This is an optimization exercise on Yosys and OpenROAD, whose aim is small area, a short achievable clock period and few clock cycles per item, not a production implementation.
At most, simulation tests tie the RTL to the original design; equivalence was not proved.
Only the layout flow was run in run 1; the RTL was not checked for function there.
No activity file was given, so power comes from the tool's default toggle rates.

$ cat design/flow/config.mk
export PLATFORM = sky130hd
export DESIGN_NAME = dma_controller
export DESIGN_NICKNAME = dma_controller
export VERILOG_FILES = /design/flow/design.v
export SDC_FILE = /design/flow/constraint.sdc
export NUM_CORES = 4
export LEC_CHECK = 0
export CAP_MARGIN = 20
export CORE_MARGIN = 2
export CORE_UTILIZATION = 40
export SETUP_SLACK_MARGIN = 1.8
export SLEW_MARGIN = 20
$ cat design/flow/constraint.sdc
create_clock -name core_clock -period 4.0 [get_ports {clk}]
set_input_delay 0.8000 -clock core_clock [delete_from_list [all_inputs] [get_ports {clk}]]
set_output_delay 0.8000 -clock core_clock [all_outputs]
set_load 0.01 [all_outputs]
$ cat design/flow/design.v
`timescale 1ns / 1ps
module dma_controller(
    input wire clk,
    input wire reset,
    input wire trigger,
    input wire [4:0] length,
    input wire [31:0] source_address,
    input wire [31:0] destination_add,
    input wire ARREADY,
    input wire [31:0] RDATA,
    input wire RVALID,
    input wire AWREADY,
    input wire WREADY,
    input wire BVALID,
    output reg done,
    output wire [31:0] ARADDR,
    output wire ARVALID,
    output wire RREADY,
    output wire [31:0] AWADDR,
    output wire AWVALID,
    output wire [31:0] WDATA,
    output wire WVALID,
    output wire BREADY
);
    wire [2:0] words = length[4:2];
    addr_stream ar (.clk(clk), .reset(reset), .trigger(trigger), .words(words),
                    .base(source_address), .ready(ARREADY),
                    .valid(ARVALID), .addr(ARADDR));
    addr_stream aw (.clk(clk), .reset(reset), .trigger(trigger), .words(words),
                    .base(destination_add), .ready(AWREADY),
                    .valid(AWVALID), .addr(AWADDR));
    reg [2:0] b_left;
    wire busy = |b_left;
    assign WDATA = RDATA;
    assign WVALID = RVALID & busy;
    assign RREADY = WREADY & busy;
    assign BREADY = BVALID;
    always @(posedge clk or posedge reset) begin
        if (reset) begin
            b_left <= 3'd0;
            done <= 1'b0;
        end else if (trigger) begin
            b_left <= words;
            done <= 1'b0;
        end else if (busy && BVALID) begin
            b_left <= b_left - 3'd1;
            done <= b_left == 3'd1;
        end
    end
endmodule
module addr_stream(
    input wire clk,
    input wire reset,
    input wire trigger,
    input wire [2:0] words,
    input wire [31:0] base,
    input wire ready,
    output wire valid,
    output wire [31:0] addr
);
    localparam G = 3;                       
    localparam NG = (27 + G - 1) / G;       
    reg busy;
    reg [2:0] flip_lo;
    reg [NG-1:0] carry;
    assign valid = trigger | busy;
    wire hs = valid & ready;
    wire [2:0] flip_inc = flip_lo ^ {addr[3] & addr[2], addr[2], 1'b1};
    wire [2:0] lo = base[4:2];
    wire c1 = lo[0] & words[0];
    wire c2 = (lo[1] & words[1]) | ((lo[1] | words[1]) & c1);
    wire [2:0] flip_end = words ^ {c2, c1, 1'b0};
    wire last = flip_inc == flip_end;
    wire step = hs & !last;                 
    always @(posedge clk or posedge reset) begin
        if (reset)
            busy <= 1'b0;
        else if (hs)
            busy <= !last;
        else if (trigger)
            busy <= 1'b1;
    end
    wire carry_inc = carry[0] | (&addr[4:2]);
    wire [26:0] up = base[31:5];
    always @(posedge clk) begin
        if (step)
            flip_lo <= flip_inc;
        else if (!busy)
            flip_lo <= 3'd0;
    end
    reg carry0;
    reg carry0_next;
    always @(*) begin
        if (step)
            carry0_next = carry_inc;
        else if (!busy)
            carry0_next = 1'b0;
        else
            carry0_next = carry0;
    end
    always @(posedge clk)
        carry0 <= carry0_next;
    genvar g, k;
    generate
        for (g = 0; g < NG; g = g + 1) begin : grp
            if (g == 0) begin : first
                always @(*) carry[g] = carry0;
            end else begin : rest
                reg into;
                always @(posedge clk)
                    into <= carry0_next & (&up[g*G-1:0]);
                always @(*) carry[g] = into;
            end
        end
    endgenerate
    assign addr[1:0] = base[1:0];           
    assign addr[4:2] = base[4:2] ^ flip_lo;
    generate
        for (k = 0; k < 27; k = k + 1) begin : bit_up
            localparam integer GB = (k / G) * G;    
            wire inner;
            if (k == GB) begin : first
                assign inner = 1'b1;
            end else begin : rest
                assign inner = &up[k-1:GB];
            end
            assign addr[5 + k] = up[k] ^ (carry[k / G] & inner);
        end
    endgenerate
endmodule
$ cat design/flow/flow/run.sh
#!/bin/bash
# Standard layout, but with the smallest buffer on the ports (the flow upsizes
# them where timing needs it).
set -euo pipefail
export BUFFER_PORTS_ARGS="-buffer_cell sky130_fd_sc_hd__buf_1"
bash standard.sh > standard.log 2>&1
$ cat design/flow/standard.sh
#!/bin/bash
# synth_recipe.tcl (not shown) runs the flow's synth.tcl, then flattens the netlist and writes it again
# the make line also repeats each setting of config.mk as NAME=value (left out here)
make -C /OpenROAD-flow-scripts/flow DESIGN_CONFIG=/design/flow/config.mk WORK_HOME=/design/flow/orfs CLKGATE_MAP_FILE= SYNTH_SCRIPT=/design/flow/synth_recipe.tcl "${@:-finish}"
==> results.sh, run 1 <==
export IMPL_skew_ns=0.004069
export IMPL_place_port_buffers=136
export IMPL_cts_reportedPaths_clkPinSlew_ns=0.06
export IMPL_clock_latency_ns=0.27
export IMPL_grt_total_usage_pct=17.19
export IMPL_cts_root_buf="clkbuf_8"
export IMPL_layout_cells_non_filler=463
export IMPL_hp_class="input port to async pin"
export IMPL_final_util_pct=57.06
export IMPL_initial_core_util_pct=41.68
export IMPL_rsz0062_at_grt="yes"
export IMPL_finalSetupTns_ns=0
export IMPL_cap_violations=0
export IMPL_place_gp_congestion=0.7863
export IMPL_die_y_um=82.78
export IMPL_grt_max_degree=12
export IMPL_syn_avg_cell_area_um2=8.962
export IMPL_antenna_found_initial=0
export IMPL_vias=2380
export IMPL_max_freq_mhz=453.3
export IMPL_final_cell_mix="62 x buf_1, 33 x buf_2, 31 x nand3_1"
export IMPL_clock_sinks=30
export IMPL_worstPathMaxFanout=4
export IMPL_critPathCaptureType="register"
export IMPL_final_common_cell="buf_1"
export IMPL_die_w_um=82.78
export IMPL_period_share_pct=55.15
export IMPL_yosysWarnings=2
export IMPL_wl_per_cell_um=14.19
export IMPL_drtIter0Drc=62
export IMPL_leakagePower_nw=1.398
export IMPL_drt_wl_total_um=6570
export IMPL_ir_drop_v=0.0002925
export IMPL_crit_slowest_cell="o211a_1"
export IMPL_grt_ovfl_total=0
export IMPL_place_inst=448
export IMPL_finalCriticalPeriod_ns=2.206
export IMPL_drtAntennaViolNets=0
export IMPL_finalSetupViolCount=0
export IMPL_worstSetupPathType="input port to register"
export IMPL_synthToLayoutAreaGrowth_pct=36.90
export IMPL_drive_gt1_share_pct=34.28
export IMPL_crit_chain="buf_12 > buf_4 > a31oi_1 > nor3_2 > o211a_1 > nor3_4 > buf_4 > nor3_1"
export IMPL_arrival_ns=2.22
export IMPL_design_core_area_um2=5956
export IMPL_vias_per_cell=5.140
export IMPL_reg2reg_slack_ns=1.88
export IMPL_slowest_delay_ns=0.33
export IMPL_io_pins=211
export IMPL_drv_slew=0
export IMPL_h_tree_depth=2
export IMPL_hold_slack_ns=0.3989
export IMPL_cts_buffers=5
export IMPL_cts_buffer_depth=2
export IMPL_syn_area_um2=2482
export IMPL_critPathMostFrequentCell="buf_4"
export IMPL_dp_hpwl_um=5255
export IMPL_drc=0
export IMPL_postSynthCellCount=277
export IMPL_first_global_vias=2043
export IMPL_grt_pass1_wl_um=8942
export IMPL_ys_ff_latch=30
export IMPL_startpoint_type="input port"
export IMPL_first_pass_iters=4
export IMPL_hold_viol_final=0
export IMPL_dieArea_um2=6852
export IMPL_required_ns=4.02
export IMPL_ys_seq_area_share_pct=27.82
export IMPL_rows=28
export IMPL_slew_limit_headroom_pct=63.16
export IMPL_status="complete, no violations"
export IMPL_max_slew_worst_pin_slew_ns=0.5489
export IMPL_powerDensity_nw_per_um2=442.8
export IMPL_synth_nets=407
export IMPL_num_nets_final=517
export IMPL_n_antenna_cell=0
export IMPL_cts_tree="done"
export IMPL_synth_distinct_cells=36
[through the flow]
step                      worst slack, ns  cell area, um2  power (mW)
final                               1.794            3398       1.505
after global routing                1.722            3398       1.617
after global placement              1.388            2825       1.083
after CTS                           1.800            2984       1.375
after detailed placement            1.340            2825       1.095
after floorplan                     1.779            2511      0.9393
[layout make-up]
type                            count  area [um2]
Inverter                            8       30.03
Sequential cell                    30       690.7
Timing Repair Buffer              142       719.4
Clock inverter                      1       5.005
Multi-Input combinational cell    200        1773
Tap cell                           75       93.84
Clock buffer                        7       86.33
Fill cell                         562        2557
[where the power goes]
part / total (mW) / switching [mW] / internal [mW]
sequential: 0.464 / 0.0758 / 0.388
combinational: 0.794 / 0.457 / 0.337
clock: 0.247 / 0.109 / 0.138
[path summary, 6_finish.rpt]
path                                   start       endpoint  cells after the start
min                                    reset        aw.busy                      2
max in group asynchronous              reset      b_left[0]                      2
max reg2reg                    ar.flip_lo[0]  ar.flip_lo[0]                      5
min reg2reg                             done           done                      2
min in group core_clock                 done           done                      2
max                        source_address[2]  ar.flip_lo[0]                      8
[sequential cells by signal, summed over array words and instances, names as in the netlist]
name and cells:
ar.busy 1, ar.carry0 1, ar.flip_lo 3, ar.grp.rest.into 8, aw.busy 1, aw.carry0 1
aw.flip_lo 3, aw.grp.rest.into 8, b_left 3, done 1
[synth_stat cells (all sizes together)]
cell / number / area, um2
xor2: 21 / 183.9
and4: 2 / 17.52
nor4b: 1 / 8.760
and2: 1 / 6.260
a31oi: 5 / 31.28
nand2: 15 / 56.30
dfrtp: 6 / 150.1
o211a: 2 / 20.02
a21boi: 4 / 30.03
ha: 21 / 262.8
a211oi: 5 / 55.05
nor2b: 2 / 12.51
nor2: 13 / 48.80
a21oi: 15 / 75.07
o31ai: 2 / 42.54
dfxtp: 18 / 360.4
xnor2: 24 / 210.2
or2: 2 / 12.51
o21ai: 7 / 35.03
nor3: 6 / 30.03
buf: 38 / 282.8
and3: 2 / 12.51
nand2b: 3 / 18.77
a2111oi: 4 / 60.06
nand3: 33 / 165.2
or3: 2 / 22.52
clkbuf: 2 / 7.510
o21a: 2 / 15.01
nand3b: 2 / 15.01
nor3b: 2 / 15.01
edfxtp: 6 / 180.2
o311ai: 1 / 8.760
inv: 8 / 30.03
[layer usage]
| layer | wire (um) | track usage, % | vias up |
|---|---|---|---|
| met2 | 3596 | 31.69 | 94 |
| li1 | - | - | 1168 |
| met3 | 472 | 4.978 | 12 |
| met5 | 0 | 0 | - |
| met1 | 2435 | 18.98 | 1106 |
| met4 | 65 | 5.246 | 0 |
[worst max-delay path: cells and delay by family]
family          cells  cell delay, ns
compound gates      2            0.56
buf+inv             3            0.42
simple gates        3            0.44
[logic make-up (layout without fill, tap and decap cells)]
group / Yosys count / count (layout) / synth area share (%)
AND/OR/NAND/NOR: 86 / 86 / 17.79
buffers and inverters: 48 / 158 / 12.90
AO/OA/AOI/OAI: 47 / 48 / 15.02
XOR/XNOR: 45 / 45 / 15.88
flip-flops: 30 / 30 / 27.82
adder cells (fa/ha/maj): 21 / 21 / 10.58
[repair_timing]
| item | in CTS | in global routing |
|---|---|---|
| pin swaps | 1 | 30 |
| gates cloned | 0 | 1 |
| resized for setup | 33 | 129 |
| setup buffers | 0 | 6 |
| hold buffers | 0 | 0 |
| setup endpoints to repair | 48 | 65 |
==> run 2, diff against run 1 <==
--- a/design/flow/design.v
+++ b/design/flow/design.v
@@ -58,7 +58,7 @@
     output wire valid,
     output wire [31:0] addr
 );
-    localparam G = 3;                       
+    localparam G = 4;                       
     localparam NG = (27 + G - 1) / G;       
     reg busy;
     reg [2:0] flip_lo;
==> design/flow/flow/run.sh (replaced) <==
#!/bin/bash
# Standard layout, with the smallest buffer on the ports (the flow upsizes
# them where timing needs it) and a small clock tree for the few registers.
set -euo pipefail
export BUFFER_PORTS_ARGS="-buffer_cell sky130_fd_sc_hd__buf_1"
export CTS_ARGS="-repair_clock_nets -dont_use_dummy_load -sink_clustering_enable"
bash standard.sh > standard.log 2>&1
--- a/design/flow/config.mk
+++ b/design/flow/config.mk
@@ -8,5 +8,5 @@
 export CAP_MARGIN = 20
 export CORE_MARGIN = 2
 export CORE_UTILIZATION = 40
-export SETUP_SLACK_MARGIN = 1.8
+export SETUP_SLACK_MARGIN = 1.7
 export SLEW_MARGIN = 20
==> run 2 against run 1 <==
Against the previous run:
- routed wire length fell by 13%
- sequential share of layout area up 0.48 points
- register-to-register slack gained 0.07 ns
- first-iteration DRC count shrank 50%
- total power is 20% lower
- flip-flop and latch count is 4 lower
- setup slack worse by 0.032 ns
- die area fell by 1.3%
- clock-buffer cell count is 4 lower
- via count is 1.8% lower
- sequential power fell by 8.8%
- critical endpoint is now ARADDR[24]
==> results.sh, run 2 <==
export IMPL_status="complete, no violations"
export IMPL_drt_wl_total_um=5723
export IMPL_critPathCaptureType="primary output"
export IMPL_antenna_found_initial=0
export IMPL_place_port_buffers=136
export IMPL_vias=2338
export IMPL_clock_latency_ns=0.27
export IMPL_layout_setup_ws_ns=1.762
export IMPL_p_int_mw=0.6834
export IMPL_synthTopCellsByCount="37 x buf_4, 32 x xnor2_1, 21 x xor2_1"
export IMPL_synth_nets=408
export IMPL_fill_cells=594
export IMPL_drtAntennaViolNets=0
export IMPL_io_pins=211
export IMPL_ys_async_sr_fraction_pct=23.08
export IMPL_place_gp_congestion=0.8404
export IMPL_synth_main_ff_cell="dfxtp_1"
export IMPL_power_switching_mw=0.5231
export IMPL_drive_gt1_share_pct=14.88
export IMPL_vias_per_cell=5.105
export IMPL_hold_viol_final=0
export IMPL_ir_drop_v=0.0002885
export IMPL_num_nets_final=511
export IMPL_drc=0
export IMPL_drv_slew=0
export IMPL_p_total_mw=1.207
export IMPL_dp_hpwl_um=4811
export IMPL_ys_seq_area_share_pct=24.94
export IMPL_synth_top_area_cell="dfxtp_1"
export IMPL_skew_ns=0.01475
export IMPL_grt_ovfl_total=0
export IMPL_leakagePower_nw=1.171
export IMPL_wl_per_cell_um=12.50
export IMPL_cts_buffer_depth=2
export IMPL_first_pass_iters=4
export IMPL_hold_slack_ns=0.4068
export IMPL_post_dp_cell_area_um2=2779
export IMPL_cts_root_buf="clkbuf_8"
export IMPL_power_frac_comb_pct=52.3
export IMPL_synth_most_common_cell="buf_4"
export IMPL_design_core_area_um2=5921
export IMPL_synth_top_area_share_pct=11.45
export IMPL_rsz0062_at_grt="no"
export IMPL_final_cell_mix="102 x buf_1, 31 x xnor2_1, 24 x clkbuf_2"
export IMPL_dpl_worst_slack_ns=1.332
export IMPL_rows=28
export IMPL_reg_top3="ar.grp.rest.into (6), aw.grp.rest.into (6)"
export IMPL_max_slew_worst_pin_slew_ns=0.6062
export IMPL_syn_area_um2=2449
export IMPL_switching_share_pct=43.36
export IMPL_drtIter0Drc=31
export IMPL_worstSetupPathType="input port to primary output"
export IMPL_layout_cells_non_filler=458
export IMPL_arrival_ns=1.44
export IMPL_cts_tree="done"
export IMPL_die_w_um=82.24
export IMPL_final_util_pct=49.58
export IMPL_synth_edf_count=6
export IMPL_required_ns=3.20
export IMPL_synth_distinct_cells=46
export IMPL_h_tree_depth=1
export IMPL_finalSetupTns_ns=0
export IMPL_synthTopCellsByArea="dfxtp_1 11%, xnor2_1 11%, buf_4 11%, ha_1 8.7%, xor2_1 7.5%"
export IMPL_max_freq_mhz=446.9
export IMPL_power_share_clock_pct=12.6
export IMPL_die_y_um=82.24
export IMPL_first_global_vias=1970
export IMPL_dieArea_um2=6763
export IMPL_hp_class="input port to async pin"
export IMPL_slew_limit_headroom_pct=59.40
export IMPL_cts_buffers=3
export IMPL_powerDensity_nw_per_um2=411.0
export IMPL_grt_pass1_wl_um=8197
export IMPL_n_antenna_cell=0
export IMPL_cts_reportedPaths_clkPinSlew_ns=0.10
export IMPL_initial_core_util_pct=41.36
export IMPL_worstPathMaxFanout=3
export IMPL_postSynthCellCount=282
export IMPL_yosysWarnings=2
export IMPL_syn_avg_cell_area_um2=8.683
export IMPL_grt_max_degree=16
export IMPL_period_share_pct=55.94
export IMPL_cap_violations=0
export IMPL_final_common_cell="buf_1"
export IMPL_finalCriticalPeriod_ns=2.238
export IMPL_clock_sinks=26
export IMPL_final_cell_area_um2=2935
export IMPL_postCtsHoldBufs=0
export IMPL_pwr_share_seq_pct=35.1
export IMPL_place_inst=453
export IMPL_startpoint_type="input port"
export IMPL_grt_total_usage_pct=15.40
export IMPL_synthToLayoutAreaGrowth_pct=19.88
export IMPL_ys_ff_latch=26
export IMPL_finalSetupViolCount=0
-- run 2: cell count changes in the layout (fill, tap and decap cells not counted), sizes merged, moves of 3 or more --
cell	before	now
nand4	0	17
a2111oi	4	0
and3	2	5
ha	21	17
nor3b	2	5
a21oi	15	11
nor3	6	3
xnor2	24	32
a211oi	5	0
a21boi	4	1
dfxtp	18	14
clkbuf	37	27
nand3	33	19
-- run 2: power groups by stage --
stage	sequential, mW	clock [mW]	combinational, mW
after floorplan	0.406	0	0.472
after global placement	0.425	0	0.590
after detailed placement	0.427	0	0.591
after CTS	0.421	0.158	0.606
after global routing	0.433	0.168	0.698
final	0.423	0.152	0.631
-- run 2: final cells by class --
class | instances | area, um2 | share of cell area, %
sequential | 26 | 610.6 | 20.80
tap | 75 | 93.84 | 3.197
timing repair buffer | 138 | 574.3 | 19.57
multi-input combinational | 206 | 1578 | 53.75
clock buffer | 3 | 41.29 | 1.407
inverter | 10 | 37.54 | 1.279
-- run 2: worst paths after layout --
| kind | startpoint | endpoint | slack (ns) | depth (start not counted) |
|---|---|---|---|---|
| worst max-delay path | source_address[22] | ARADDR[24] | 1.76 | 5 |
| worst min-delay path | reset | b_left[1] | 0.41 | 2 |
| worst max register to register | ar.flip_lo[0] | ar.grp[2].rest.into | 1.95 | 5 |
| worst min register to register | done | done | 0.55 | 2 |
| max in group asynchronous | reset | b_left[0] | 3.36 | 2 |
| min in group core_clock | done | done | 0.55 | 2 |
-- run 2: critical path: stages --
cell and delay (ns):
clkbuf_2 0.11, and3_4 0.18, nand2_1 0.06, xnor2_1 0.14
buf_2 0.15
-- run 2: timing repair --
item                                    4_1_cts  5_1_grt
gates resized for setup                       7       45
endpoints found under the setup margin       18       26
pin swaps                                     0        6
setup buffers                                 0        2
-- run 2: cells by family after synthesis --
logic type	share of synthesized area [%]
AO/OA/AOI/OAI	10.99
XOR/XNOR	20.80
adder cells (fa/ha/maj)	8.687
buffers and inverters	13.39
flip-flops	24.94
multiplexers	0.4088
AND/OR/NAND/NOR	20.80
-- run 2: layer usage --
metal  up-vias  wire, um  track usage (%)
li1       1170         -                -
met1      1057      2203            17.17
met2       103      2956            29.35
met3         8       478            2.174
met4         0        85            5.500
met5         -         0                0
Testbench counts of run 2, summed over its fixed seeds: cycles 5,957, words 1,889.
==> run 3, diff against run 2 <==
==> design/flow/flow/run.sh (replaced) <==
#!/bin/bash
# Standard layout, with the smallest buffer on the ports (the flow upsizes
# them where timing needs it) and a small clock tree for the few registers.
set -euo pipefail
export BUFFER_PORTS_ARGS="-buffer_cell sky130_fd_sc_hd__buf_1"
export CTS_ARGS="-repair_clock_nets -dont_use_dummy_load -buf_list sky130_fd_sc_hd__clkbuf_8 -root_buf sky130_fd_sc_hd__clkbuf_8 -sink_clustering_enable -sink_clustering_size 30 -sink_clustering_max_diameter 100"
bash standard.sh > standard.log 2>&1
==> run 3 against run 2 <==
Against the previous run:
- still clean
- utilization did not move
- design area unchanged
- critical path depth is the same
- via count unchanged
- synthesized area unchanged
- clock skew stayed put
- total power stayed put
- largest power group unchanged
==> results.sh, run 3 <==
export IMPL_clock_latency_ns=0.27
export IMPL_drtIter0Drc=31
export IMPL_dp_hpwl_um=4811
export IMPL_clock_sinks=26
export IMPL_finalCriticalPeriod_ns=2.238
export IMPL_synth_nets=408
export IMPL_finalSetupTns_ns=0
export IMPL_ys_seq_area_share_pct=24.94
export IMPL_cts_buffer_depth=2
export IMPL_cts_root_buf="clkbuf_8"
export IMPL_grt_total_usage_pct=15.40
export IMPL_critPathCaptureType="primary output"
export IMPL_drt_wl_total_um=5723
export IMPL_layout_cells_non_filler=458
export IMPL_slowest_delay_ns=0.18
export IMPL_crit_chain="clkbuf_2 > and3_4 > nand2_1 > xnor2_1 > buf_2"
export IMPL_max_freq_mhz=446.9
export IMPL_drc=0
export IMPL_grt_ovfl_total=0
export IMPL_worstPathMaxFanout=3
export IMPL_hp_class="input port to async pin"
export IMPL_ys_async_sr_fraction_pct=23.08
export IMPL_cts_buffers=3
export IMPL_final_cell_mix="102 x buf_1, 31 x xnor2_1, 24 x clkbuf_2"
export IMPL_rsz0062_at_grt="no"
export IMPL_antenna_found_initial=0
export IMPL_synth_most_common_cell="buf_4"
export IMPL_place_inst=453
export IMPL_place_gp_congestion=0.8404
export IMPL_synth_compound_area_share_pct=10.99
export IMPL_synth_edf_count=6
export IMPL_regArea_um2=610.6
export IMPL_syn_area_um2=2449
export IMPL_leakagePower_nw=1.171
export IMPL_fill_cells=594
export IMPL_status="complete, no violations"
export IMPL_yosysWarnings=2
export IMPL_io_pins=211
export IMPL_synth_xor_area_share_pct=20.80
export IMPL_place_port_buffers=136
export IMPL_slew_limit_headroom_pct=59.40
export IMPL_first_global_vias=1970
export IMPL_ir_drop_v=0.0002885
export IMPL_synthSimpleGateAreaFrac_pct=20.80
export IMPL_grt_max_degree=16
export IMPL_crit_slowest_cell="and3_4"
export IMPL_die_y_um=82.24
export IMPL_synth_mux_area_share_pct=0.4088
export IMPL_postSynthCellCount=282
export IMPL_p_total_mw=1.207
export IMPL_cts_tree="done"
export IMPL_postCtsHoldBufs=0
export IMPL_startpoint_type="input port"
export IMPL_wl_per_cell_um=12.50
export IMPL_design_core_area_um2=5921
export IMPL_syn_avg_cell_area_um2=8.683
export IMPL_drtAntennaViolNets=0
export IMPL_cts_reportedPaths_clkPinSlew_ns=0.10
export IMPL_period_share_pct=55.94
export IMPL_vias=2338
export IMPL_synth_main_ff_cell="dfxtp_1"
export IMPL_cap_violations=0
export IMPL_h_tree_depth=1
export IMPL_synthTopCellsByCount="37 x buf_4, 32 x xnor2_1, 21 x xor2_1"
export IMPL_synth_top_area_share_pct=11.45
export IMPL_required_ns=3.20
export IMPL_max_slew_worst_pin_slew_ns=0.6062
export IMPL_ff2ff_path_depth=5
export IMPL_synth_distinct_cells=46
export IMPL_dieArea_um2=6763
export IMPL_synthAdderAreaFrac_pct=8.687
export IMPL_finalSetupViolCount=0
export IMPL_initial_core_util_pct=41.36
export IMPL_vias_per_cell=5.105
export IMPL_drive_gt1_share_pct=14.88
export IMPL_die_w_um=82.24
export IMPL_synth_top_family_by_area="simple AND/OR/NAND/NOR gates"
export IMPL_rows=28
export IMPL_arrival_ns=1.44
export IMPL_drv_slew=0
export IMPL_synthTopCellsByArea="dfxtp_1 11%, xnor2_1 11%, buf_4 11%, ha_1 8.7%, xor2_1 7.5%"
export IMPL_hold_viol_final=0
export IMPL_multi_input_area_um2=1578
export IMPL_first_pass_iters=4
export IMPL_synthToLayoutAreaGrowth_pct=19.88
export IMPL_final_common_cell="buf_1"
export IMPL_reg_top3="ar.grp.rest.into (6), aw.grp.rest.into (6)"
export IMPL_skew_ns=0.01475
export IMPL_n_antenna_cell=0
export IMPL_worstSetupPathType="input port to primary output"
export IMPL_grt_pass1_wl_um=8197
export IMPL_num_nets_final=511
export IMPL_ys_ff_latch=26
export IMPL_synth_top_area_cell="dfxtp_1"
export IMPL_powerDensity_nw_per_um2=411.0
-- run 3: cell counts in the layout (fill, tap and decap cells not counted) --
Identical to the previous run, type by type.
-- run 3: final cells by class --
| class | instances | share of cell area, % |
|---|---|---|
| multi-input cells | 206 | 53.75 |
| flip-flops and latches | 26 | 20.80 |
| repair buffers | 138 | 19.57 |
| well taps | 75 | 3.197 |
| clock buffers | 3 | 1.407 |
| inverters | 10 | 1.279 |
-- run 3: path summary, 6_finish.rpt --
| path | endpoint | slack (ns) | start |
|---|---|---|---|
| min | b_left[1] | 0.41 | reset |
| max | ARADDR[24] | 1.76 | source_address[22] |
| max reg2reg | ar.grp[2].rest.into | 1.95 | ar.flip_lo[0] |
| max in group asynchronous | b_left[0] | 3.36 | reset |
| min reg2reg | done | 0.55 | done |
| min in group core_clock | done | 0.55 | done |
-- run 3: logic make-up after synthesis --
family	Yosys count
XOR/XNOR	55
buffers and inverters	50
AO/OA/AOI/OAI	40
adder cells (fa/ha/maj)	17
multiplexers	1
flip-flops	26
AND/OR/NAND/NOR	93
-- run 3: report_power, final --
| part | switching, mW | internal (mW) | total (mW) |
|---|---|---|---|
| Sequential | 0.0805 | 0.342 | 0.423 |
| Combinational | 0.358 | 0.273 | 0.631 |
| Clock | 0.0847 | 0.0675 | 0.152 |
| Total | 0.523 | 0.683 | 1.21 |
-- run 3: stage by stage --
stage / worst slack (ns) / hold WS [ns] / utilization, % / cell area (um2)
after floorplan: 1.725 / 0.5246 / - / 2465
after detailed placement: 1.332 / 0.5317 / 46.94 / 2779
after global placement: 1.371 / 0.5043 / 46.94 / 2779
after global routing: 1.697 / 0.4075 / 49.58 / 2935
final: 1.762 / 0.4068 / 49.58 / 2935
after CTS: 1.700 / 0.4059 / 48.03 / 2844
-- run 3: timing repair --
action                     in CTS  in global routing
pin swaps                       0                  6
buffers inserted                0                  2
gates cloned                    0                  0
gates resized for setup         7                 45
setup endpoints to repair      18                 26
hold endpoints to repair        0                  0
-- run 3: critical path, delay by kind of cell --
kind / cells / cell delay, ns
XOR/XNOR: 1 / 0.14
AND/OR/NAND/NOR: 2 / 0.24
buffers and inverters: 2 / 0.26
-- run 3: metal layers --
layer | GRT usage (%) | part of all wire (%) | wire length (um) | up-vias
li1 | - | - | - | 1170
met1 | 17.17 | 38 | 2203 | 1057
met2 | 29.35 | 52 | 2956 | 103
met3 | 2.174 | 8.4 | 478 | 8
met4 | 5.500 | 1.5 | 85 | 0
met5 | 0 | 0 | 0 | -
==> run 4, diff against run 3 <==
==> design/flow/flow/run.sh (replaced) <==
#!/bin/bash
# Standard layout, with the smallest buffer on the ports (the flow upsizes
# them where timing needs it) and a small clock tree for the few registers.
set -euo pipefail
export BUFFER_PORTS_ARGS="-buffer_cell sky130_fd_sc_hd__buf_1"
export CTS_ARGS="-repair_clock_nets -dont_use_dummy_load -buf_list sky130_fd_sc_hd__clkbuf_8 -root_buf sky130_fd_sc_hd__clkbuf_8"
bash standard.sh > standard.log 2>&1
==> run 4 against run 3 <==
Against the previous run:
- critical endpoint unchanged
- die area stayed put
- non-clock buffer count stayed put
- via count stayed put
- critical path depth stayed put
- clock-buffer cell count stayed put
- hold slack stayed put
- largest power group unchanged
- total power stayed put
- highest routed layer unchanged
==> results.sh, run 4 <==
export IMPL_status="complete, no violations"
export IMPL_p_int_mw=0.6834
export IMPL_synthTopCellsByArea="dfxtp_1 11%, xnor2_1 11%, buf_4 11%, ha_1 8.7%, xor2_1 7.5%"
export IMPL_powerDensity_nw_per_um2=411.0
export IMPL_leakagePower_nw=1.171
export IMPL_yosysWarnings=2
export IMPL_slew_limit_headroom_pct=59.40
export IMPL_wl_per_cell_um=12.50
export IMPL_synth_main_ff_cell="dfxtp_1"
export IMPL_power_frac_comb_pct=52.3
export IMPL_synth_top_area_share_pct=11.45
export IMPL_drc=0
export IMPL_vias=2338
export IMPL_antenna_found_initial=0
export IMPL_cts_root_buf="clkbuf_8"
export IMPL_cap_violations=0
export IMPL_initial_core_util_pct=41.36
export IMPL_postSynthCellCount=282
export IMPL_vias_per_cell=5.105
export IMPL_ys_async_sr_fraction_pct=23.08
export IMPL_cts_tree="done"
export IMPL_drtAntennaViolNets=0
export IMPL_skew_ns=0.01475
export IMPL_dp_hpwl_um=4811
export IMPL_final_common_cell="buf_1"
export IMPL_regArea_um2=610.6
export IMPL_critPathCaptureType="primary output"
export IMPL_hp_class="input port to async pin"
export IMPL_switching_share_pct=43.36
export IMPL_reg_top3="ar.grp.rest.into (6), aw.grp.rest.into (6)"
export IMPL_n_antenna_cell=0
export IMPL_power_share_clock_pct=12.6
export IMPL_first_pass_iters=4
export IMPL_synth_edf_count=6
export IMPL_max_freq_mhz=446.9
export IMPL_ys_ff_latch=26
export IMPL_synthTopCellsByCount="37 x buf_4, 32 x xnor2_1, 21 x xor2_1"
export IMPL_p_total_mw=1.207
export IMPL_period_share_pct=55.94
export IMPL_drv_slew=0
export IMPL_synth_nets=408
export IMPL_syn_area_um2=2449
export IMPL_ys_seq_area_share_pct=24.94
export IMPL_dieArea_um2=6763
export IMPL_rsz0062_at_grt="no"
export IMPL_rows=28
export IMPL_place_port_buffers=136
export IMPL_hold_viol_final=0
export IMPL_ir_drop_v=0.0002885
export IMPL_place_gp_congestion=0.8404
export IMPL_worstPathMaxFanout=3
export IMPL_synth_top_area_cell="dfxtp_1"
export IMPL_post_dp_cell_area_um2=2779
export IMPL_num_nets_final=511
export IMPL_hold_slack_ns=0.4068
export IMPL_grt_ovfl_total=0
export IMPL_synth_distinct_cells=46
export IMPL_cts_buffers=3
export IMPL_synth_most_common_cell="buf_4"
export IMPL_first_global_vias=1970
export IMPL_power_switching_mw=0.5231
export IMPL_cts_buffer_depth=2
export IMPL_finalSetupTns_ns=0
export IMPL_startpoint_type="input port"
export IMPL_drt_wl_total_um=5723
export IMPL_fill_cells=594
export IMPL_layout_cells_non_filler=458
export IMPL_cts_reportedPaths_clkPinSlew_ns=0.10
export IMPL_syn_avg_cell_area_um2=8.683
export IMPL_postCtsHoldBufs=0
export IMPL_drtIter0Drc=31
export IMPL_multi_input_area_um2=1578
export IMPL_layout_setup_ws_ns=1.762
export IMPL_clock_latency_ns=0.27
export IMPL_io_pins=211
export IMPL_final_cell_area_um2=2935
export IMPL_final_cell_mix="102 x buf_1, 31 x xnor2_1, 24 x clkbuf_2"
export IMPL_worstSetupPathType="input port to primary output"
export IMPL_design_core_area_um2=5921
export IMPL_grt_pass1_wl_um=8197
export IMPL_drive_gt1_share_pct=14.88
export IMPL_required_ns=3.20
export IMPL_synthToLayoutAreaGrowth_pct=19.88
export IMPL_final_util_pct=49.58
export IMPL_die_w_um=82.24
export IMPL_place_inst=453
export IMPL_die_y_um=82.24
export IMPL_ff2ff_path_depth=5
export IMPL_grt_total_usage_pct=15.40
export IMPL_finalCriticalPeriod_ns=2.238
export IMPL_max_slew_worst_pin_slew_ns=0.6062
export IMPL_clock_sinks=26
export IMPL_h_tree_depth=1
export IMPL_dpl_worst_slack_ns=1.332
export IMPL_finalSetupViolCount=0
export IMPL_pwr_share_seq_pct=35.1
export IMPL_arrival_ns=1.44
export IMPL_grt_max_degree=16
## run 4: kinds of logic after synthesis
group / after synthesis / share of synthesized area, %
flip-flops: 26 / 24.94
XOR/XNOR: 55 / 20.80
AO/OA/AOI/OAI: 40 / 10.99
AND/OR/NAND/NOR: 93 / 20.80
buffers and inverters: 50 / 13.39
adder cells (fa/ha/maj): 17 / 8.687
multiplexers: 1 / 0.4088
## run 4: metal layers
metal	vias to the layer above	part of all wire, %	global-route usage (%)
li1	1170	-	-
met1	1057	38	17.17
met2	103	52	29.35
met3	8	8.4	2.174
met4	0	1.5	5.500
met5	-	0	0
## run 4: critical path, stage by stage
cell      delay (ns)
clkbuf_2        0.11
and3_4          0.18
nand2_1         0.06
xnor2_1         0.14
buf_2           0.15
## run 4: layout make-up
class | instances | share of cell area, %
Multi-Input combinational cell | 206 | 53.75
Sequential cell | 26 | 20.80
Timing Repair Buffer | 138 | 19.57
Tap cell | 75 | 3.197
Clock buffer | 3 | 1.407
Inverter | 10 | 1.279
## run 4: timing repair
item,in CTS,in global routing
setup endpoints to repair,18,26
gates resized for setup,7,45
setup buffers,0,2
pin swaps,0,6
## run 4: power by group through the flow
stage	sequential (mW)	clock (mW)	combinational (mW)
detailed placement	0.427	0	0.591
global route	0.433	0.168	0.698
global placement	0.425	0	0.590
CTS	0.421	0.158	0.606
finish	0.423	0.152	0.631
floorplan	0.406	0	0.472
## run 4: final timing paths
path,from,end,slack [ns]
min,reset,b_left[1],0.41
max reg2reg,ar.flip_lo[0],ar.grp[2].rest.into,1.95
min reg2reg,done,done,0.55
min in group core_clock,done,done,0.55
max,source_address[22],ARADDR[24],1.76
max in group asynchronous,reset,b_left[0],3.36
==> run 5, diff against run 4 <==
==> design/flow/flow/run.sh (replaced) <==
#!/bin/bash
# Standard layout, with the smallest buffer on the ports (the flow upsizes
# them where timing needs it) and a small clock tree for the few registers.
set -euo pipefail
export BUFFER_PORTS_ARGS="-buffer_cell sky130_fd_sc_hd__buf_1"
export CTS_ARGS="-repair_clock_nets -dont_use_dummy_load -sink_clustering_enable -sink_clustering_size 40 -sink_clustering_max_diameter 300 -sink_clustering_levels 1 -buf_list sky130_fd_sc_hd__clkbuf_8"
bash standard.sh > standard.log 2>&1
==> run 5 against run 4 <==
Against the previous run:
- total power unchanged
- critical path depth unchanged
- first-iteration DRC count unchanged
- hold slack unchanged
- design area unchanged
- critical path type unchanged
- highest routed layer unchanged
==> results.sh, run 5 <==
export IMPL_r2r_end="ar.grp[2].rest.into"
export IMPL_first_global_vias=1970
export IMPL_final_util_pct=49.58
export IMPL_ys_seq_area_share_pct=24.94
export IMPL_synthTopCellsByArea="dfxtp_1 11%, xnor2_1 11%, buf_4 11%, ha_1 8.7%, xor2_1 7.5%"
export IMPL_reg_top3="ar.grp.rest.into (6), aw.grp.rest.into (6)"
export IMPL_max_freq_mhz=446.9
export IMPL_synth_main_ff_cell="dfxtp_1"
export IMPL_synthTopCellsByCount="37 x buf_4, 32 x xnor2_1, 21 x xor2_1"
export IMPL_postSynthCellCount=282
export IMPL_drt_wl_total_um=5723
export IMPL_synth_most_common_cell="buf_4"
export IMPL_syn_avg_cell_area_um2=8.683
export IMPL_powerDensity_nw_per_um2=411.0
export IMPL_first_pass_iters=4
export IMPL_num_nets_final=511
export IMPL_synth_edf_count=6
export IMPL_antenna_found_initial=0
export IMPL_io_pins=211
export IMPL_cts_buffer_depth=2
export IMPL_synth_compound_area_share_pct=10.99
export IMPL_synthAdderAreaFrac_pct=8.687
export IMPL_syn_area_um2=2449
export IMPL_arrival_ns=1.44
export IMPL_drc=0
export IMPL_finalSetupViolCount=0
export IMPL_synth_top_area_share_pct=11.45
export IMPL_synth_distinct_cells=46
export IMPL_multi_input_area_um2=1578
export IMPL_reg2reg_slack_ns=1.95
export IMPL_dp_hpwl_um=4811
export IMPL_place_port_buffers=136
export IMPL_clock_sinks=26
export IMPL_final_common_cell="buf_1"
export IMPL_required_ns=3.20
export IMPL_postCtsHoldBufs=0
export IMPL_drv_slew=0
export IMPL_worstPathMaxFanout=3
export IMPL_n_antenna_cell=0
export IMPL_die_w_um=82.24
export IMPL_rsz0062_at_grt="no"
export IMPL_cap_violations=0
export IMPL_synth_xor_area_share_pct=20.80
export IMPL_worstSetupPathType="input port to primary output"
export IMPL_finalCriticalPeriod_ns=2.238
export IMPL_drtAntennaViolNets=0
export IMPL_ys_ff_latch=26
export IMPL_ff2ff_path_depth=5
export IMPL_hold_slack_ns=0.4068
export IMPL_critPathCaptureType="primary output"
export IMPL_cts_reportedPaths_clkPinSlew_ns=0.10
export IMPL_regArea_um2=610.6
export IMPL_ys_async_sr_fraction_pct=23.08
export IMPL_ir_drop_v=0.0002885
export IMPL_hold_viol_final=0
export IMPL_cts_root_buf="clkbuf_8"
export IMPL_place_gp_congestion=0.8404
export IMPL_period_share_pct=55.94
export IMPL_dieArea_um2=6763
export IMPL_initial_core_util_pct=41.36
export IMPL_skew_ns=0.01475
export IMPL_grt_total_usage_pct=15.40
export IMPL_rows=28
export IMPL_design_core_area_um2=5921
export IMPL_grt_pass1_wl_um=8197
export IMPL_grt_ovfl_total=0
export IMPL_slew_limit_headroom_pct=59.40
export IMPL_startpoint_type="input port"
export IMPL_synthSimpleGateAreaFrac_pct=20.80
export IMPL_cts_buffers=3
export IMPL_synthToLayoutAreaGrowth_pct=19.88
export IMPL_status="complete, no violations"
export IMPL_crit_chain="clkbuf_2 > and3_4 > nand2_1 > xnor2_1 > buf_2"
export IMPL_slowest_delay_ns=0.18
export IMPL_synth_mux_area_share_pct=0.4088
export IMPL_synth_nets=408
export IMPL_p_total_mw=1.207
export IMPL_reg2reg_from="ar.flip_lo[0]"
export IMPL_vias=2338
export IMPL_grt_max_degree=16
export IMPL_vias_per_cell=5.105
export IMPL_hp_class="input port to async pin"
export IMPL_die_y_um=82.24
export IMPL_crit_slowest_cell="and3_4"
export IMPL_max_slew_worst_pin_slew_ns=0.6062
export IMPL_drive_gt1_share_pct=14.88
export IMPL_fill_cells=594
export IMPL_final_cell_mix="102 x buf_1, 31 x xnor2_1, 24 x clkbuf_2"
export IMPL_clock_latency_ns=0.27
export IMPL_leakagePower_nw=1.171
export IMPL_drtIter0Drc=31
export IMPL_synth_top_area_cell="dfxtp_1"
export IMPL_yosysWarnings=2
export IMPL_wl_per_cell_um=12.50
export IMPL_synth_top_family_by_area="simple AND/OR/NAND/NOR gates"
export IMPL_cts_tree="done"
export IMPL_h_tree_depth=1
export IMPL_finalSetupTns_ns=0
run 5: kinds of logic (layout without fill, tap and decap cells):
group / Yosys count / count (layout)
and+or+nand+nor: 93 / 93
xor gates and xnor gates: 55 / 55
buffers and inverters: 50 / 151
AOI/OAI and AO/OA: 40 / 40
DFF: 26 / 26
adders and majority gates: 17 / 17
muxes: 1 / 1
run 5: area by class of cell:
class / instances / share of cell area (%)
Multi-Input combinational cell: 206 / 53.75
Sequential cell: 26 / 20.80
Timing Repair Buffer: 138 / 19.57
Tap cell: 75 / 3.197
Clock buffer: 3 / 1.407
Inverter: 10 / 1.279
run 5: repair_timing:
| action | 4_1_cts | 5_1_grt |
|---|---|---|
| buffers inserted | 0 | 2 |
| endpoints found under the setup margin | 18 | 26 |
| gates resized for setup | 7 | 45 |
| gates cloned | 0 | 0 |
| pin swaps | 0 | 6 |
run 5: power by group:
part | internal (mW) | switching, mW | leakage (nW)
sequential | 0.342 | 0.0805 | 0.244
combinational | 0.273 | 0.358 | 0.906
clock | 0.0675 | 0.0847 | 0.0216
total | 0.683 | 0.523 | 1.17
run 5: worst max-delay path by stage:
stage | start | endpoint | slack [ns] | cells after the start
2_1_floorplan | length[3] | aw.flip_lo[0] | 1.72 | 6
3_3_place_gp | length[3] | ar.flip_lo[0] | 1.37 | 5
3_5_place_dp | length[3] | ar.flip_lo[0] | 1.33 | 5
4_1_cts | length[2] | aw.flip_lo[2] | 1.70 | 6
5_1_grt | source_address[22] | ARADDR[24] | 1.70 | 5
6_report | source_address[22] | ARADDR[24] | 1.76 | 5
run 5: layer usage:
| metal | wire length, um | vias to the layer above | track usage (%) |
|---|---|---|---|
| met5 | 0 | - | 0 |
| met4 | 85 | 0 | 5.500 |
| met3 | 478 | 8 | 2.174 |
| met2 | 2956 | 103 | 29.35 |
| met1 | 2203 | 1057 | 17.17 |
| li1 | - | 1170 | - |
run 5: critical path: cells and delay by family:
kind / cells / cell delay [ns]
buf+inv: 2 / 0.26
simple gates: 2 / 0.24
xor+xnor: 1 / 0.14
run 5: metrics by stage:
step / cell area [um2] / setup slack [ns] / std cells
finish: 2935 / 1.762 / 458
global route: 2935 / 1.697 / 458
floorplan: 2465 / 1.725 / 282
global placement: 2779 / 1.371 / 453
CTS: 2844 / 1.700 / 456
detailed placement: 2779 / 1.332 / 453
==> run 6, diff against run 5 <==
==> design/flow/flow/run.sh (replaced) <==
#!/bin/bash
# Standard layout, with the smallest buffer on the ports (the flow upsizes
# them where timing needs it) and a small clock tree for the few registers.
set -euo pipefail
export BUFFER_PORTS_ARGS="-buffer_cell sky130_fd_sc_hd__buf_1"
export CTS_ARGS="-sink_clustering_enable -repair_clock_nets -dont_use_dummy_load"
bash standard.sh > standard.log 2>&1
--- a/design/flow/config.mk
+++ b/design/flow/config.mk
@@ -5,6 +5,7 @@
 export SDC_FILE = /design/flow/constraint.sdc
 export NUM_CORES = 4
 export LEC_CHECK = 0
+export ABC_CLOCK_PERIOD_IN_PS = 1800
 export CAP_MARGIN = 20
 export CORE_MARGIN = 2
 export CORE_UTILIZATION = 40
==> run 6 against run 5 <==
Against the previous run:
- total power did not move
- global-route usage stayed put
- still clean on timing, DRC and antenna
- cell count stayed put
- critical endpoint unchanged
==> results.sh, run 6 <==
export IMPL_initial_core_util_pct=41.36
export IMPL_synthToLayoutAreaGrowth_pct=19.88
export IMPL_synth_most_common_cell="buf_4"
export IMPL_ff2ff_path_depth=5
export IMPL_p_total_mw=1.207
export IMPL_reg2reg_slack_ns=1.95
export IMPL_grt_total_usage_pct=15.40
export IMPL_grt_max_degree=16
export IMPL_synthTopCellsByCount="37 x buf_4, 32 x xnor2_1, 21 x xor2_1"
export IMPL_synthTopCellsByArea="dfxtp_1 11%, xnor2_1 11%, buf_4 11%, ha_1 8.7%, xor2_1 7.5%"
export IMPL_rows=28
export IMPL_drt_wl_total_um=5723
export IMPL_max_slew_worst_pin_slew_ns=0.6062
export IMPL_yosysWarnings=2
export IMPL_grt_ovfl_total=0
export IMPL_antenna_found_initial=0
export IMPL_grt_pass1_wl_um=8197
export IMPL_final_common_cell="buf_1"
export IMPL_finalSetupTns_ns=0
export IMPL_r2r_end="ar.grp[2].rest.into"
export IMPL_dp_hpwl_um=4811
export IMPL_ys_ff_latch=26
export IMPL_powerDensity_nw_per_um2=411.0
export IMPL_die_y_um=82.24
export IMPL_synth_edf_count=6
export IMPL_synth_nets=408
export IMPL_h_tree_depth=1
export IMPL_leakagePower_nw=1.171
export IMPL_ys_async_sr_fraction_pct=23.08
export IMPL_regArea_um2=610.6
export IMPL_first_pass_iters=4
export IMPL_postCtsHoldBufs=0
export IMPL_postSynthCellCount=282
export IMPL_design_core_area_um2=5921
export IMPL_arrival_ns=1.44
export IMPL_cts_reportedPaths_clkPinSlew_ns=0.10
export IMPL_place_port_buffers=136
export IMPL_wl_per_cell_um=12.50
export IMPL_cts_buffers=3
export IMPL_reg_top3="ar.grp.rest.into (6), aw.grp.rest.into (6)"
export IMPL_drive_gt1_share_pct=14.88
export IMPL_reg2reg_from="ar.flip_lo[0]"
export IMPL_vias_per_cell=5.105
export IMPL_finalSetupViolCount=0
export IMPL_die_w_um=82.24
export IMPL_skew_ns=0.01475
export IMPL_max_freq_mhz=446.9
export IMPL_io_pins=211
export IMPL_synth_top_area_share_pct=11.45
export IMPL_rsz0062_at_grt="no"
export IMPL_final_cell_mix="102 x buf_1, 31 x xnor2_1, 24 x clkbuf_2"
export IMPL_fill_cells=594
export IMPL_critPathCaptureType="primary output"
export IMPL_final_cell_area_um2=2935
export IMPL_drtAntennaViolNets=0
export IMPL_syn_area_um2=2449
export IMPL_required_ns=3.20
export IMPL_slew_limit_headroom_pct=59.40
export IMPL_period_share_pct=55.94
export IMPL_syn_avg_cell_area_um2=8.683
export IMPL_synth_top_area_cell="dfxtp_1"
export IMPL_drtIter0Drc=31
export IMPL_worstPathMaxFanout=3
export IMPL_vias=2338
export IMPL_drv_slew=0
export IMPL_hp_class="input port to async pin"
export IMPL_cts_tree="done"
export IMPL_worstSetupPathType="input port to primary output"
export IMPL_dieArea_um2=6763
export IMPL_multi_input_area_um2=1578
export IMPL_status="complete, no violations"
export IMPL_startpoint_type="input port"
export IMPL_cap_violations=0
export IMPL_n_antenna_cell=0
export IMPL_clock_latency_ns=0.27
export IMPL_hold_viol_final=0
export IMPL_first_global_vias=1970
export IMPL_clock_sinks=26
export IMPL_post_dp_cell_area_um2=2779
export IMPL_ir_drop_v=0.0002885
export IMPL_cts_root_buf="clkbuf_8"
export IMPL_ys_seq_area_share_pct=24.94
export IMPL_num_nets_final=511
export IMPL_finalCriticalPeriod_ns=2.238
export IMPL_cts_buffer_depth=2
export IMPL_drc=0
export IMPL_final_util_pct=49.58
export IMPL_place_gp_congestion=0.8404
export IMPL_synth_distinct_cells=46
export IMPL_synth_main_ff_cell="dfxtp_1"
-- run 6: timing repair --
item | CTS | global route
pin swaps | 0 | 6
setup buffers | 0 | 2
gates cloned | 0 | 0
resized for setup | 7 | 45
endpoints found under the setup margin | 18 | 26
-- run 6: per-layer routing --
metal | vias up | GRT usage (%) | wire (um)
met5 | - | 0 | 0
met4 | 0 | 5.500 | 85
met3 | 8 | 2.174 | 478
met2 | 103 | 29.35 | 2956
met1 | 1057 | 17.17 | 2203
li1 | 1170 | - | -
-- run 6: cell families (layout without fill, tap and decap cells) --
group	after synthesis	count (layout)	synth area share (%)
AOI/OAI and AO/OA	40	40	10.99
xor gates and xnor gates	55	55	20.80
adders and majority gates	17	17	8.687
buffers and inverters	50	151	13.39
DFF	26	26	24.94
muxes	1	1	0.4088
and+or+nand+nor	93	93	20.80
-- run 6: power by group --
part	switching, mW	internal [mW]
Sequential	0.0805	0.342
Combinational	0.358	0.273
Clock	0.0847	0.0675
Total	0.523	0.683
-- run 6: stage by stage --
stage	cells	hold slack [ns]	worst slack [ns]
6_report	458	0.4068	1.762
5_1_grt	458	0.4075	1.697
4_1_cts	456	0.4059	1.700
3_5_place_dp	453	0.5317	1.332
3_3_place_gp	453	0.5043	1.371
2_1_floorplan	282	0.5246	1.725
-- run 6: critical path, stage by stage --
cell,delay (ns)
clkbuf_2,0.11
and3_4,0.18
nand2_1,0.06
xnor2_1,0.14
buf_2,0.15
-- run 6: cell type report --
class	count	share of cell area, %
multi-input cells	206	53.75
clock buffers	3	1.407
inverters	10	1.279
repair buffers	138	19.57
flip-flops and latches	26	20.80
well taps	75	3.197
-- run 6: how the worst max path moves through the flow --
stage,cells past startpoint,slack (ns),start,endpoint
floorplan,6,1.72,length[3],aw.flip_lo[0]
global placement,5,1.37,length[3],ar.flip_lo[0]
detailed placement,5,1.33,length[3],ar.flip_lo[0]
CTS,6,1.70,length[2],aw.flip_lo[2]
global route,5,1.70,source_address[22],ARADDR[24]
finish,5,1.76,source_address[22],ARADDR[24]
==> run 7, diff against run 6 <==
--- a/design/flow/config.mk
+++ b/design/flow/config.mk
@@ -5,7 +5,7 @@
 export SDC_FILE = /design/flow/constraint.sdc
 export NUM_CORES = 4
 export LEC_CHECK = 0
-export ABC_CLOCK_PERIOD_IN_PS = 1800
+export ABC_CLOCK_PERIOD_IN_PS = 1000
 export CAP_MARGIN = 20
 export CORE_MARGIN = 2
 export CORE_UTILIZATION = 40
==> run 7 against run 6 <==
Against the previous run:
- setup slack stayed put
- largest power group unchanged
- critical path type unchanged
- sequential share of layout area unchanged
- clock power barely moved
- design area stayed put
==> results.sh, run 7 <==
export IMPL_status="complete, no violations"
export IMPL_cp_top_family="buffers and inverters"
export IMPL_reg2reg_slack_ns=1.95
export IMPL_rows=28
export IMPL_synth_main_ff_cell="dfxtp_1"
export IMPL_hp_class="input port to async pin"
export IMPL_die_y_um=82.24
export IMPL_clock_sinks=26
export IMPL_layout_cells_non_filler=458
export IMPL_synth_edf_count=6
export IMPL_clock_latency_ns=0.27
export IMPL_required_ns=3.20
export IMPL_finalSetupViolCount=0
export IMPL_wl_per_cell_um=12.50
export IMPL_path_buf_inv=2
export IMPL_switching_share_pct=43.36
export IMPL_dieArea_um2=6763
export IMPL_hold_viol_final=0
export IMPL_drive_gt1_share_pct=14.88
export IMPL_place_port_buffers=136
export IMPL_reg_top3="ar.grp.rest.into (6), aw.grp.rest.into (6)"
export IMPL_crit_chain="clkbuf_2 > and3_4 > nand2_1 > xnor2_1 > buf_2"
export IMPL_synth_top_area_share_pct=11.45
export IMPL_drt_wl_total_um=5723
export IMPL_max_freq_mhz=446.9
export IMPL_arrival_ns=1.44
export IMPL_p_total_mw=1.207
export IMPL_worstPathMaxFanout=3
export IMPL_postSynthCellCount=282
export IMPL_place_gp_congestion=0.8404
export IMPL_ys_async_sr_fraction_pct=23.08
export IMPL_place_inst=453
export IMPL_cts_reportedPaths_clkPinSlew_ns=0.10
export IMPL_finalCriticalPeriod_ns=2.238
export IMPL_h_tree_depth=1
export IMPL_busiest_layer="met2"
export IMPL_p_int_mw=0.6834
export IMPL_initial_core_util_pct=41.36
export IMPL_met1_usage_pct=17.17
export IMPL_drtIter0Drc=31
export IMPL_grt_ovfl_total=0
export IMPL_period_share_pct=55.94
export IMPL_vias=2338
export IMPL_synth_most_common_cell="buf_4"
export IMPL_finalSetupTns_ns=0
export IMPL_synthToLayoutAreaGrowth_pct=19.88
export IMPL_power_switching_mw=0.5231
export IMPL_cts_buffers=3
export IMPL_drv_slew=0
export IMPL_dp_hpwl_um=4811
export IMPL_final_common_cell="buf_1"
export IMPL_power_frac_comb_pct=52.3
export IMPL_first_pass_iters=4
export IMPL_drtAntennaViolNets=0
export IMPL_synthTopCellsByCount="37 x buf_4, 32 x xnor2_1, 21 x xor2_1"
export IMPL_yosysWarnings=2
export IMPL_grt_pass1_wl_um=8197
export IMPL_cts_root_buf="clkbuf_8"
export IMPL_cap_violations=0
export IMPL_syn_area_um2=2449
export IMPL_antenna_found_initial=0
export IMPL_reg2reg_from="ar.flip_lo[0]"
export IMPL_met2_usage_pct=29.35
export IMPL_leakagePower_nw=1.171
export IMPL_drc=0
export IMPL_cts_tree="done"
export IMPL_ys_seq_area_share_pct=24.94
export IMPL_die_w_um=82.24
export IMPL_num_nets_final=511
export IMPL_critPathLaunch="source_address[22]"
export IMPL_startpoint_type="input port"
export IMPL_synth_top_area_cell="dfxtp_1"
export IMPL_slowest_delay_ns=0.18
export IMPL_critPathCaptureType="primary output"
export IMPL_worstSetupPathType="input port to primary output"
export IMPL_slew_limit_headroom_pct=59.40
export IMPL_rsz0062_at_grt="no"
export IMPL_design_core_area_um2=5921
export IMPL_cts_buffer_depth=2
export IMPL_first_global_vias=1970
export IMPL_syn_avg_cell_area_um2=8.683
export IMPL_n_antenna_cell=0
export IMPL_synth_distinct_cells=46
export IMPL_final_cell_mix="102 x buf_1, 31 x xnor2_1, 24 x clkbuf_2"
export IMPL_grt_use_met3_pct=2.174
export IMPL_powerDensity_nw_per_um2=411.0
export IMPL_crit_slowest_cell="and3_4"
export IMPL_ir_drop_v=0.0002885
export IMPL_io_pins=211
export IMPL_vias_per_cell=5.105
export IMPL_max_slew_worst_pin_slew_ns=0.6062
export IMPL_ys_ff_latch=26
export IMPL_skew_ns=0.01475
export IMPL_grt_total_usage_pct=15.40
export IMPL_pwr_share_seq_pct=35.1
export IMPL_synthTopCellsByArea="dfxtp_1 11%, xnor2_1 11%, buf_4 11%, ha_1 8.7%, xor2_1 7.5%"
export IMPL_synth_nets=408
export IMPL_grt_max_degree=16
export IMPL_power_share_clock_pct=12.6
## run 7: power groups by stage
stage                     registers, mW  clock network (mW)  logic, mW
final                             0.423               0.152      0.631
after global placement            0.425                   0      0.590
after detailed placement          0.427                   0      0.591
after global routing              0.433               0.168      0.698
after CTS                         0.421               0.158      0.606
after floorplan                   0.406                   0      0.472
## run 7: path summary, 6_finish.rpt
kind,end,depth (start not counted)
worst max-delay path,ARADDR[24],5
worst min-delay path,b_left[1],2
worst max register to register,ar.grp[2].rest.into,5
worst min register to register,done,2
max in group asynchronous,b_left[0],2
min in group core_clock,done,2
## run 7: area by class of cell
| class | instances | area [um2] |
|---|---|---|
| clock buffer | 3 | 41.29 |
| fill | 594 | 2985 |
| inverter | 10 | 37.54 |
| multi-input combinational | 206 | 1578 |
| sequential | 26 | 610.6 |
| tap | 75 | 93.84 |
| timing repair buffer | 138 | 574.3 |
## run 7: logic make-up after synthesis
family	after synthesis	synth area share [%]
AND/OR/NAND/NOR	93	20.80
XOR/XNOR	55	20.80
buffers and inverters	50	13.39
AO/OA/AOI/OAI	40	10.99
flip-flops	26	24.94
adder cells (fa/ha/maj)	17	8.687
multiplexers	1	0.4088
## run 7: worst register-to-register path: stages (launching register included)
cell and delay, ns:
edfxtp_1 0.47, xnor2_2 0.21, or3_4 0.40, a211o_1 0.33, a21o_1 0.27, a311oi_1 0.30
## run 7: stage by stage
step,worst slack (ns),area [um2],util (%),hold slack [ns]
after global placement,1.371,2779,46.94,0.5043
after floorplan,1.725,2465,-,0.5246
final,1.762,2935,49.58,0.4068
after global routing,1.697,2935,49.58,0.4075
after detailed placement,1.332,2779,46.94,0.5317
after CTS,1.700,2844,48.03,0.4059
## run 7: per-layer routing
| layer | up-vias | share of wire, % |
|---|---|---|
| met4 | 0 | 1.5 |
| met1 | 1057 | 38 |
| met3 | 8 | 8.4 |
| met5 | - | 0 |
| met2 | 103 | 52 |
| li1 | 1170 | - |
## run 7: repair_timing
item / in CTS / in global routing
gates resized for setup: 7 / 45
hold buffers: 0 / 0
endpoints found under the setup margin: 18 / 26
setup buffers: 0 / 2
pin swaps: 0 / 6
==> run 8, diff against run 7 <==
--- a/design/flow/config.mk
+++ b/design/flow/config.mk
@@ -5,7 +5,6 @@
 export SDC_FILE = /design/flow/constraint.sdc
 export NUM_CORES = 4
 export LEC_CHECK = 0
-export ABC_CLOCK_PERIOD_IN_PS = 1000
 export CAP_MARGIN = 20
 export CORE_MARGIN = 2
 export CORE_UTILIZATION = 40
==> run 8 against run 7 <==
Against the previous run:
- critical endpoint unchanged
- maximum frequency is the same
- critical path type unchanged
- combinational power is essentially flat
- utilization is the same
- still clean
- clock-buffer cell count is the same
- synthesized cell count is the same
- clock power is essentially flat
- setup slack is the same
==> results.sh, run 8 <==
export IMPL_grt_pass1_wl_um=8197
export IMPL_clock_latency_ns=0.27
export IMPL_worstSetupPathType="input port to primary output"
export IMPL_vias=2338
export IMPL_ir_drop_v=0.0002885
export IMPL_leakagePower_nw=1.171
export IMPL_drtAntennaViolNets=0
export IMPL_cts_buffer_depth=2
export IMPL_synth_main_ff_cell="dfxtp_1"
export IMPL_drtIter0Drc=31
export IMPL_max_slew_worst_pin_slew_ns=0.6062
export IMPL_grt_total_usage_pct=15.40
export IMPL_p_total_mw=1.207
export IMPL_cts_reportedPaths_clkPinSlew_ns=0.10
export IMPL_rows=28
export IMPL_synth_top_area_cell="dfxtp_1"
export IMPL_synthTopCellsByArea="dfxtp_1 11%, xnor2_1 11%, buf_4 11%, ha_1 8.7%, xor2_1 7.5%"
export IMPL_worstPathMaxFanout=3
export IMPL_rsz0062_at_grt="no"
export IMPL_die_y_um=82.24
export IMPL_critPathCaptureType="primary output"
export IMPL_highest_layer="met4"
export IMPL_period_share_pct=55.94
export IMPL_grt_ovfl_total=0
export IMPL_wl_met2_um=2956
export IMPL_fill_cells=594
export IMPL_dp_hpwl_um=4811
export IMPL_num_nets_final=511
export IMPL_yosysWarnings=2
export IMPL_final_cell_area_um2=2935
export IMPL_status="complete, no violations"
export IMPL_reg2reg_slack_ns=1.95
export IMPL_place_port_buffers=136
export IMPL_synth_top_family_by_area="simple AND/OR/NAND/NOR gates"
export IMPL_synthToLayoutAreaGrowth_pct=19.88
export IMPL_ys_async_sr_fraction_pct=23.08
export IMPL_drt_wl_total_um=5723
export IMPL_synth_distinct_cells=46
export IMPL_ff2ff_path_depth=5
export IMPL_postCtsHoldBufs=0
export IMPL_path_buf_inv=2
export IMPL_powerDensity_nw_per_um2=411.0
export IMPL_required_ns=3.20
export IMPL_cts_tree="done"
export IMPL_slowest_delay_ns=0.18
export IMPL_first_global_vias=1970
export IMPL_finalSetupViolCount=0
export IMPL_finalCriticalPeriod_ns=2.238
export IMPL_max_freq_mhz=446.9
export IMPL_critPathLaunch="source_address[22]"
export IMPL_drv_slew=0
export IMPL_ys_seq_area_share_pct=24.94
export IMPL_final_common_cell="buf_1"
export IMPL_final_cell_mix="102 x buf_1, 31 x xnor2_1, 24 x clkbuf_2"
export IMPL_initial_core_util_pct=41.36
export IMPL_h_tree_depth=1
export IMPL_crit_slowest_cell="and3_4"
export IMPL_drc=0
export IMPL_syn_area_um2=2449
export IMPL_reg_top3="ar.grp.rest.into (6), aw.grp.rest.into (6)"
export IMPL_finalSetupTns_ns=0
export IMPL_synth_top_area_share_pct=11.45
export IMPL_synth_edf_count=6
export IMPL_synth_most_common_cell="buf_4"
export IMPL_drive_gt1_share_pct=14.88
export IMPL_r2r_end="ar.grp[2].rest.into"
export IMPL_layout_setup_ws_ns=1.762
export IMPL_post_dp_cell_area_um2=2779
export IMPL_crit_chain="clkbuf_2 > and3_4 > nand2_1 > xnor2_1 > buf_2"
export IMPL_cts_buffers=3
export IMPL_hold_viol_final=0
export IMPL_hp_class="input port to async pin"
export IMPL_slew_limit_headroom_pct=59.40
export IMPL_io_pins=211
export IMPL_dpl_worst_slack_ns=1.332
export IMPL_met1_length_um=2203
export IMPL_synth_nets=408
export IMPL_ys_ff_latch=26
export IMPL_synthSimpleGateAreaFrac_pct=20.80
export IMPL_place_gp_congestion=0.8404
export IMPL_vias_per_cell=5.105
export IMPL_synth_compound_area_share_pct=10.99
export IMPL_wl_per_cell_um=12.50
export IMPL_clock_sinks=26
export IMPL_skew_ns=0.01475
export IMPL_synth_mux_area_share_pct=0.4088
export IMPL_startpoint_type="input port"
export IMPL_met3_length_um=478
export IMPL_die_w_um=82.24
export IMPL_cp_top_family="buffers and inverters"
export IMPL_postSynthCellCount=282
export IMPL_n_antenna_cell=0
export IMPL_cts_root_buf="clkbuf_8"
export IMPL_synthAdderAreaFrac_pct=8.687
export IMPL_syn_avg_cell_area_um2=8.683
export IMPL_grt_max_degree=16
export IMPL_synth_xor_area_share_pct=20.80
export IMPL_cap_violations=0
export IMPL_reg2reg_from="ar.flip_lo[0]"
export IMPL_arrival_ns=1.44
export IMPL_first_pass_iters=4
export IMPL_design_core_area_um2=5921
export IMPL_synthTopCellsByCount="37 x buf_4, 32 x xnor2_1, 21 x xor2_1"
export IMPL_dieArea_um2=6763
export IMPL_antenna_found_initial=0
run 8: cell counts in the layout (fill, tap and decap cells not counted):
No cell type changed its count.
run 8: cell families (layout without fill, tap and decap cells):
| group | count (synthesis) | count (layout) |
|---|---|---|
| AOI/OAI and AO/OA | 40 | 40 |
| xor gates and xnor gates | 55 | 55 |
| adders and majority gates | 17 | 17 |
| buffers and inverters | 50 | 151 |
| DFF | 26 | 26 |
| muxes | 1 | 1 |
| and+or+nand+nor | 93 | 93 |
run 8: area by class of cell:
cell class	count	area (um2)	share of cell area [%]
clock buffers	3	41.29	1.407
inverters	10	37.54	1.279
multi-input cells	206	1578	53.75
flip-flops and latches	26	610.6	20.80
well taps	75	93.84	3.197
repair buffers	138	574.3	19.57
run 8: per-layer routing:
metal  vias to the layer above  GRT usage, %
li1                       1170             -
met1                      1057         17.17
met2                       103         29.35
met3                         8         2.174
met4                         0         5.500
met5                         -             0
run 8: power by group:
part / leakage, nW / internal, mW / switching [mW]
sequential: 0.244 / 0.342 / 0.0805
combinational: 0.906 / 0.273 / 0.358
clock: 0.0216 / 0.0675 / 0.0847
total: 1.17 / 0.683 / 0.523
run 8: what timing repair did:
action                     in CTS  in global routing
buffers inserted                0                  2
setup endpoints to repair      18                 26
resized for setup               7                 45
pin swaps                       0                  6
run 8: worst register-to-register path, cell delays in order (launching register included):
cell      delay [ns]
edfxtp_1        0.47
xnor2_2         0.21
or3_4           0.40
a211o_1         0.33
a21o_1          0.27
a311oi_1        0.30
run 8: worst max path at each step:
stage / slack, ns / end / cells after the start
final: 1.76 / ARADDR[24] / 5
after global routing: 1.70 / ARADDR[24] / 5
after CTS: 1.70 / aw.flip_lo[2] / 6
after detailed placement: 1.33 / ar.flip_lo[0] / 5
after global placement: 1.37 / ar.flip_lo[0] / 5
after floorplan: 1.72 / aw.flip_lo[0] / 6
run 8: per-stage QoR:
step           hold slack, ns  utilization (%)  std cells
2_1_floorplan          0.5246                -        282
3_3_place_gp           0.5043            46.94        453
3_5_place_dp           0.5317            46.94        453
4_1_cts                0.4059            48.03        456
5_1_grt                0.4075            49.58        458
6_report               0.4068            49.58        458

-- separate check: timing with driven ports --
In the flow no input, the clock included, has a driving cell. The finished layouts below were timed again as built, in two steps.
Step 1, drivers: a clkbuf_16 drives clk and a buf_2 each remaining input, both assumed.
Step 2 also shifts input and output timing later by t, the mid clock arrival at the registers, as if the neighbouring blocks saw the same clock.
a / b / c = ideal / step 1 / step 2; a / b = the first two.
run | t (ns) | setup slack, ns | clock arrival spread, ns | worst slew at a driven data input, ns | cell pins on the clock port's net
run 1 | 0.299 | 1.794 / 1.775 / 1.476 | 0.004 / 0.004 | 0.08 | 1
run 2 | 0.293 | 1.762 / 1.724 / 1.500 | 0.015 / 0.015 | 0.08 | 1
run 3 | 0.293 | 1.762 / 1.724 / 1.500 | 0.015 / 0.015 | 0.08 | 1
run 4 | 0.293 | 1.762 / 1.724 / 1.500 | 0.015 / 0.015 | 0.08 | 1
run 5 | 0.293 | 1.762 / 1.724 / 1.500 | 0.015 / 0.015 | 0.08 | 1
run 6 | 0.293 | 1.762 / 1.724 / 1.500 | 0.015 / 0.015 | 0.08 | 1
run 7 | 0.293 | 1.762 / 1.724 / 1.500 | 0.015 / 0.015 | 0.08 | 1
run 8 | 0.293 | 1.762 / 1.724 / 1.500 | 0.015 / 0.015 | 0.08 | 1
After both steps every run listed still meets setup and hold. For run 1, which loses most, drivers alone change the setup slack by -0.019 ns; drivers and shift together by -0.318 ns.
